This design comes from an exercise in tuning for small area and a short achievable clock period on the open sky130 flow, not from production work. In this exercise RTL edits were held to simulation tests only and were not proved equivalent to the original. Power figures rest on the tool's default switching activity, not on a simulated workload.

**design.v**
```verilog
module vedic_2x2 (
    input  [1:0] a,
    input  [1:0] b,
    output [3:0] product
);
    wire [3:0] partial;
    wire c1, c2;
    assign partial[0] = a[0] & b[0];
    assign partial[1] = a[1] & b[0];
    assign partial[2] = a[0] & b[1];
    assign partial[3] = a[1] & b[1];
    assign product[0] = partial[0];
    assign {c1, product[1]} = partial[1] + partial[2];
    assign {c2, product[2]} = partial[3] + c1;
    assign product[3] = c2;
endmodule
module vedic_mult #(
    parameter WIDTH = 8
)(
    input  [WIDTH-1:0] a,
    input  [WIDTH-1:0] b,
    output [2*WIDTH-1:0] product
);
    generate
        if (WIDTH == 2) begin : base_case
            vedic_2x2 v2x2 (
                .a(a),
                .b(b),
                .product(product)
            );
        end else begin : recursive_case
            localparam HALF_WIDTH = WIDTH / 2;
            wire [WIDTH-1:0] q0, q1, q2, q3;
            wire [2*WIDTH-1:0] aligned_q0, aligned_q1, aligned_q2, aligned_q3;
            wire [2*WIDTH-1:0] temp1, temp2;
            vedic_mult #(HALF_WIDTH) m0 (
                .a(a[HALF_WIDTH-1:0]),
                .b(b[HALF_WIDTH-1:0]),
                .product(q0)
            );
            vedic_mult #(HALF_WIDTH) m1 (
                .a(a[WIDTH-1:HALF_WIDTH]),
                .b(b[HALF_WIDTH-1:0]),
                .product(q1)
            );
            vedic_mult #(HALF_WIDTH) m2 (
                .a(a[HALF_WIDTH-1:0]),
                .b(b[WIDTH-1:HALF_WIDTH]),
                .product(q2)
            );
            vedic_mult #(HALF_WIDTH) m3 (
                .a(a[WIDTH-1:HALF_WIDTH]),
                .b(b[WIDTH-1:HALF_WIDTH]),
                .product(q3)
            );
            assign aligned_q0 = {{WIDTH{1'b0}}, q0};
            assign aligned_q1 = {{HALF_WIDTH{1'b0}}, q1, {HALF_WIDTH{1'b0}}};
            assign aligned_q2 = {{HALF_WIDTH{1'b0}}, q2, {HALF_WIDTH{1'b0}}};
            assign aligned_q3 = {q3, {WIDTH{1'b0}}};
            assign temp1 = aligned_q0 + aligned_q1;
            assign temp2 = temp1 + aligned_q2;
            assign product = temp2 + aligned_q3;
        end
    endgenerate
endmodule
module sigmoid_activation #(
    parameter WIDTH = 16,
    parameter FRAC_BITS = 11
)(
    input  signed [WIDTH-1:0] x,
    output [WIDTH-1:0] y
);
    localparam signed [WIDTH-1:0] NEG_THRESHOLD = -(4 << FRAC_BITS);
    localparam signed [WIDTH-1:0] POS_THRESHOLD = (4 << FRAC_BITS);
    localparam [WIDTH-1:0] ZERO_VAL = {WIDTH{1'b0}};
    localparam [WIDTH-1:0] HALF_VAL = (1 << (WIDTH-1));
    localparam [WIDTH-1:0] ONE_VAL  = {WIDTH{1'b1}};
    reg [WIDTH-1:0] y_reg;
    always @(*) begin
        if ($signed(x) < NEG_THRESHOLD)
            y_reg = ZERO_VAL;
        else if ($signed(x) > POS_THRESHOLD)
            y_reg = ONE_VAL;
        else
            y_reg = HALF_VAL + {{3{x[WIDTH-1]}}, x[WIDTH-1:3]};
    end
    assign y = y_reg;
endmodule
module mac_unit #(
    parameter DATA_WIDTH = 8,
    parameter ACCUM_WIDTH = 32,
    parameter OUTPUT_WIDTH = 16,
    parameter USE_SQRT_CSLA = 1,
    parameter ENABLE_ACTIVATION = 1,
    parameter FRAC_BITS = 11
)(
    input  clk,
    input  rst_n,
    input  enable,
    input  clear_acc,
    input  [DATA_WIDTH-1:0] input_data,
    input  [DATA_WIDTH-1:0] weight,
    output [OUTPUT_WIDTH-1:0] mac_out,
    output [OUTPUT_WIDTH-1:0] activated_out,
    output valid,
    output overflow
);
    localparam MULT_WIDTH = 2 * DATA_WIDTH;
    wire [MULT_WIDTH-1:0] mult_result;
    reg [ACCUM_WIDTH-1:0] accumulator;
    reg [ACCUM_WIDTH-1:0] next_acc;
    wire [ACCUM_WIDTH:0] acc_sum;
    reg overflow_reg;
    reg valid_reg;
    vedic_mult #(
        .WIDTH(DATA_WIDTH)
    ) multiplier (
        .a(input_data),
        .b(weight),
        .product(mult_result)
    );
    assign acc_sum = {1'b0, accumulator} + {{(ACCUM_WIDTH-MULT_WIDTH+1){1'b0}}, mult_result};
    always @(*) begin
        if (enable) begin
            if (clear_acc) begin
                next_acc = {{(ACCUM_WIDTH-MULT_WIDTH){1'b0}}, mult_result};
            end else begin
                next_acc = acc_sum[ACCUM_WIDTH-1:0];
            end
        end else if (clear_acc) begin
            next_acc = {ACCUM_WIDTH{1'b0}};
        end else begin
            next_acc = accumulator;
        end
    end
    always @(posedge clk or negedge rst_n) begin
        if (!rst_n)
            accumulator <= {ACCUM_WIDTH{1'b0}};
        else
            accumulator <= next_acc;
    end
    always @(posedge clk or negedge rst_n) begin
        if (!rst_n)
            overflow_reg <= 1'b0;
        else if (clear_acc)
            overflow_reg <= 1'b0;
        else if (enable && acc_sum[ACCUM_WIDTH])
            overflow_reg <= 1'b1;
    end
    assign overflow = overflow_reg;
    assign mac_out = accumulator[OUTPUT_WIDTH-1:0];
    generate
        if (ENABLE_ACTIVATION) begin : gen_activation
            sigmoid_activation #(
                .WIDTH(OUTPUT_WIDTH),
                .FRAC_BITS(FRAC_BITS)
            ) activation (
                .x(mac_out),
                .y(activated_out)
            );
        end else begin : no_activation
            assign activated_out = mac_out;
        end
    endgenerate
    always @(posedge clk or negedge rst_n) begin
        if (!rst_n)
            valid_reg <= 1'b0;
        else
            valid_reg <= enable;
    end
    assign valid = valid_reg;
endmodule
module mac_array #(
    parameter NUM_CHANNELS = 4,
    parameter DATA_WIDTH = 8,
    parameter ACCUM_WIDTH = 32,
    parameter OUTPUT_WIDTH = 16
)(
    input  clk,
    input  rst_n,
    input  [NUM_CHANNELS-1:0] enable,
    input  [NUM_CHANNELS-1:0] clear_acc,
    input  [DATA_WIDTH*NUM_CHANNELS-1:0] input_data,
    input  [DATA_WIDTH*NUM_CHANNELS-1:0] weight,
    output [OUTPUT_WIDTH*NUM_CHANNELS-1:0] mac_out,
    output [OUTPUT_WIDTH*NUM_CHANNELS-1:0] activated_out,
    output [NUM_CHANNELS-1:0] valid,
    output [NUM_CHANNELS-1:0] overflow
);
    genvar i;
    generate
        for (i = 0; i < NUM_CHANNELS; i = i + 1) begin : mac_channels
            mac_unit #(
                .DATA_WIDTH(DATA_WIDTH),
                .ACCUM_WIDTH(ACCUM_WIDTH),
                .OUTPUT_WIDTH(OUTPUT_WIDTH)
            ) mac_inst (
                .clk(clk),
                .rst_n(rst_n),
                .enable(enable[i]),
                .clear_acc(clear_acc[i]),
                .input_data(input_data[DATA_WIDTH*(i+1)-1:DATA_WIDTH*i]),
                .weight(weight[DATA_WIDTH*(i+1)-1:DATA_WIDTH*i]),
                .mac_out(mac_out[OUTPUT_WIDTH*(i+1)-1:OUTPUT_WIDTH*i]),
                .activated_out(activated_out[OUTPUT_WIDTH*(i+1)-1:OUTPUT_WIDTH*i]),
                .valid(valid[i]),
                .overflow(overflow[i])
            );
        end
    endgenerate
endmodule
```
**run.sh**
```bash
#!/bin/bash
# synth_recipe.tcl (not shown) runs the flow's synth.tcl, then flattens the netlist and writes it again
# the make line also repeats each setting of config.mk as NAME=value (left out here)
make -C /OpenROAD-flow-scripts/flow DESIGN_CONFIG=/design/flow/config.mk WORK_HOME=/design/flow/orfs CLKGATE_MAP_FILE= SYNTH_SCRIPT=/design/flow/synth_recipe.tcl finish
```
**config.mk**
```make
export PLATFORM = sky130hd
export DESIGN_NAME = mac_array
export DESIGN_NICKNAME = mac_array
export VERILOG_FILES = /design/flow/design.v
export SDC_FILE = /design/flow/constraint.sdc
export NUM_CORES = 4
export LEC_CHECK = 0
export CAP_MARGIN = 20
export CORE_MARGIN = 2
export CORE_UTILIZATION = 40
export SLEW_MARGIN = 20
```
**constraint.sdc**
```tcl
create_clock -name core_clock -period 8.5 [get_ports {clk}]
set_input_delay 1.7000 -clock core_clock [delete_from_list [all_inputs] [get_ports {clk}]]
set_output_delay 1.7000 -clock core_clock [all_outputs]
set_load 0.01 [all_outputs]
```
==> impl_results.md <==
* Vias per cell at 5.17
* First-pass GRT wire length at 90,700 µm
* DR WL/cell at 15.2 µm
* IO buf count at 209
* Die H at 235 µm
* Starting Density at 0.405
* TritonCTS buffer count at 17
* Top cell type's share of synthesized area at 0.214
* Slowest CP cell: fa_1
* CTS clock-pin slew for the worst setup and hold paths at 60 ps
* Post-route clock period utilization at 0.968
* Area contributors post-synth: ha_1 (21%), dfrtp_1 (16%), fa_1 (9.8%)
* Hold_buf cts at 0
* P_sw at 4.06 mW
* Syn. warnings at 2
* CP max FO at 5
* Syn_nets at 3,068
* Post-synth ARST share at 1.00
* Final Hold Viols at 0
* Setup violators final at 0
* Hold Path Stages at 2
* RSZ-0062 raised after global routing: true
* Hold Path Class: register to register
* CP required at 8830 ps
* DPL Wire Length at 43,300 µm
* Post-synthesis sequential area ratio at 0.160
* Drt pass-1 iters at 5
* Mapped Cells at 2,526
* Vias in the first global route at 18,600
* Setup CP Type: primary input to register
* Largest register FFs at 128
* Worst r2r path cells at 10
* CTS tree: yes
* Initial antenna violation count at 0
* Tmin final at 8230 ps
* DRC at 0
* CTS root buf: clkbuf_16
* PD cells at 343 nW/µm²
* Final WL at 53,600 µm
* Rows at 84
* Remaining Overflow, GRT at 0
* Worst-Margin Slew at 1060 ps
* Final net count at 3,378
* Synthesis-stage register bit count at 136
* CTS sink cnt at 136
* Area of the mapped netlist at 21,300 µm²
* GRT Util Overall at 0.194
* RD Place Congestion at 0.878
* Worst Path Arrival at 8550 ps
* Core area at 52,700 µm²
* Commonest cells post-synth: ha_1 (364), inv_1 (266), and2_1 (260), nand2_1 (217), a21oi_1 (149)
* Clock Skew at 8.69 ps
* First DRT Iteration DRCs at 742
* I/O Pins at 210
* Max_slew headroom at 0.293
* Clock Latency Late Sink at 440 ps
* Area grow syn2layout at 21.3%
* Seq pwr share at 0.112
* Combinational power share at 0.801
* Die Footprint at 55,200 µm²
* Ys flop type: dfrtp_1
* Most used cell, CP: ha_1
* Critical path endpoint category: register
* Largest net degree at the start of global routing at 82
* Clock network power share at 0.086
* CP max stage delay at 560 ps
* Post-synth EDFFs at 0
* Yosys cell types at 67
* Maxcap violations at 0
* Die Width at 235 µm
* Slew Viols, Final at 0
* Tot Pwr at 8.86 mW
* Outcome: no timing/DRC/antenna violations
* Pint at 4.80 mW
* Share of cells above drive strength 1 at 0.103
* Max Buffers Root-to-Sink at 2
* Synth area leader: ha_1
* Worst hold slack at 502 ps
* Net Sw Frac at 0.459
* Vias at 18,300
* ANT cells at 0
* Antenna Violating Nets Remaining at 0
* Most common cell in the netlist: ha_1
* # H-tree levels at 4
* Setup crit start kind: primary input
* Worst vdd ir at 0.250 mV
* Lkg Pwr at 13.2 nW
* Syn Area/Cell at 8.44 µm²
* Max Clk Rate at 122 MHz
## cell families (layout without fill, tap and decap cells)
family                     Yosys count  after routing  synth area share
DFF                                136            136             0.160
buffers and inverters              390            711            0.0831
muxes                               46             46            0.0221
and+or+nand+nor                    792            792             0.193
xor gates and xnor gates           194            194            0.0797
adders and majority gates          469            469             0.312
AOI/OAI and AO/OA                  499            499             0.151
## routing by layer
metal  wire (µm)  track usage  vias up
li1            -            -     9174
met1       25700        0.260     8789
met2       25400        0.330      274
met3        1880       0.0327       46
met4         645       0.0364        0
met5           0            0        -
## cell type report
class | instances | area, µm²
tap | 688 | 861
clock buffer | 18 | 429
timing repair buffer | 414 | 3640
sequential | 136 | 3400
fill | 4999 | 26800
inverter | 267 | 1000
multi-input combinational | 2000 | 16400
clock inverter | 12 | 155
## worst paths after layout
path,startpoint,endpoint,slack [ps]
worst max-delay path,input_data[25],mac_channels[3].mac_inst.accumulator[22],270
worst min-delay path,mac_channels[1].mac_inst.overflow_reg,mac_channels[1].mac_inst.overflow_reg,500
worst max register to register,mac_channels[3].mac_inst.accumulator[0],mac_channels[3].mac_inst.accumulator[22],5470
worst min register to register,mac_channels[1].mac_inst.overflow_reg,mac_channels[1].mac_inst.overflow_reg,500
max in group asynchronous,rst_n,mac_channels[0].mac_inst.accumulator[3],5870
min in group asynchronous,rst_n,mac_channels[2].mac_inst.accumulator[31],1320
## power by group through the flow
stage / sequential, mW / clock, mW / combinational, mW
2_1_floorplan: 0.913 / 0 / 4.47
3_5_place_dp: 1.00 / 0 / 6.89
6_report: 0.995 / 0.766 / 7.10
3_3_place_gp: 1.00 / 0 / 6.81
5_1_grt: 1.02 / 0.811 / 7.90
4_1_cts: 0.995 / 0.788 / 6.94
## through the flow
step | TNS (ps) | area, µm² | setup slack [ps] | cells | util
2_1_floorplan | 0 | 21300 | 180 | 2526 | -
3_3_place_gp | -10120 | 25000 | -433 | 3503 | 0.476
3_5_place_dp | -13860 | 25000 | -450 | 3503 | 0.476
4_1_cts | 0 | 25600 | 6.76 | 3533 | 0.487
5_1_grt | -78.8 | 25800 | -28.4 | 3535 | 0.491
6_report | 0 | 25800 | 274 | 3535 | 0.491
## layout by cell type, fill, tap and decap left out, types with 6 or more instances in the layout
| cell | instances |
|---|---|
| ha_1 | 360 |
| nor2_1 | 111 |
| nand2b_1 | 10 |
| a21oi_1 | 141 |
| a21o_1 | 75 |
| o21bai_1 | 9 |
| nor2b_1 | 34 |
| or4_1 | 11 |
| nor3b_1 | 8 |
| o21a_1 | 27 |
| o22ai_1 | 14 |
| a21oi_2 | 8 |
| dfrtp_1 | 136 |
| o2111ai_1 | 11 |
| nand2_1 | 215 |
| mux2i_1 | 37 |
| buf_4 | 204 |
| o211ai_1 | 14 |
| a31oi_1 | 12 |
| a211oi_1 | 15 |
| a21bo_2 | 6 |
| o31ai_1 | 14 |
| fa_1 | 101 |
| nor4_1 | 13 |
| clkdlybuf4s50_1 | 208 |
| mux2_2 | 9 |
| clkbuf_16 | 17 |
| and3_1 | 24 |
| or3_1 | 12 |
| nand4_1 | 22 |
| xnor2_1 | 91 |
| nor3_1 | 15 |
| xor2_1 | 97 |
| o21ai_0 | 92 |
| nand3_1 | 38 |
| and2_1 | 260 |
| inv_1 | 266 |
## worst max-delay path, delay by kind of cell
kind | cells | cell delay, ps
fa+ha+maj | 9 | 3090
compound gates | 7 | 1400
simple gates | 7 | 1250
buf+inv | 2 | 470
mux | 1 | 370
xor+xnor | 2 | 280
## what timing repair did
| action | CTS | global route |
|---|---|---|
| gates resized for setup | 0 | 42 |
| buffers inserted | 0 | 2 |
| setup endpoints to repair | 0 | 54 |

## re-timing with driven ports
In the flow no input, the clock included, has a driving cell. The finished layout below was timed again as built, in two steps. Step 1, drivers: a clkbuf_16 drives clk and a buf_2 each remaining input, both assumed. Step 2, shift: input delay + t, output delay - t, t = (earliest + latest rising clock arrival at the registers) / 2. This alone moves slack from input paths to output paths. Three values: ideal, step 1, step 2; two values: the first two.
shift t [ns]: 0.485
setup slack, ns: 0.274 / 0.301 / -0.185
hold WS [ns]: 0.502 / 0.502 / 0.502
latest minus earliest clock arrival (ns): 0.011 / 0.011
slew at the worst register clock pin (ns): 0.06 / 0.06
With both steps, setup timing fails in this run, where it was met with ideal ports. For this run, drivers alone change the setup slack by +0.027 ns; drivers and shift together by -0.459 ns.
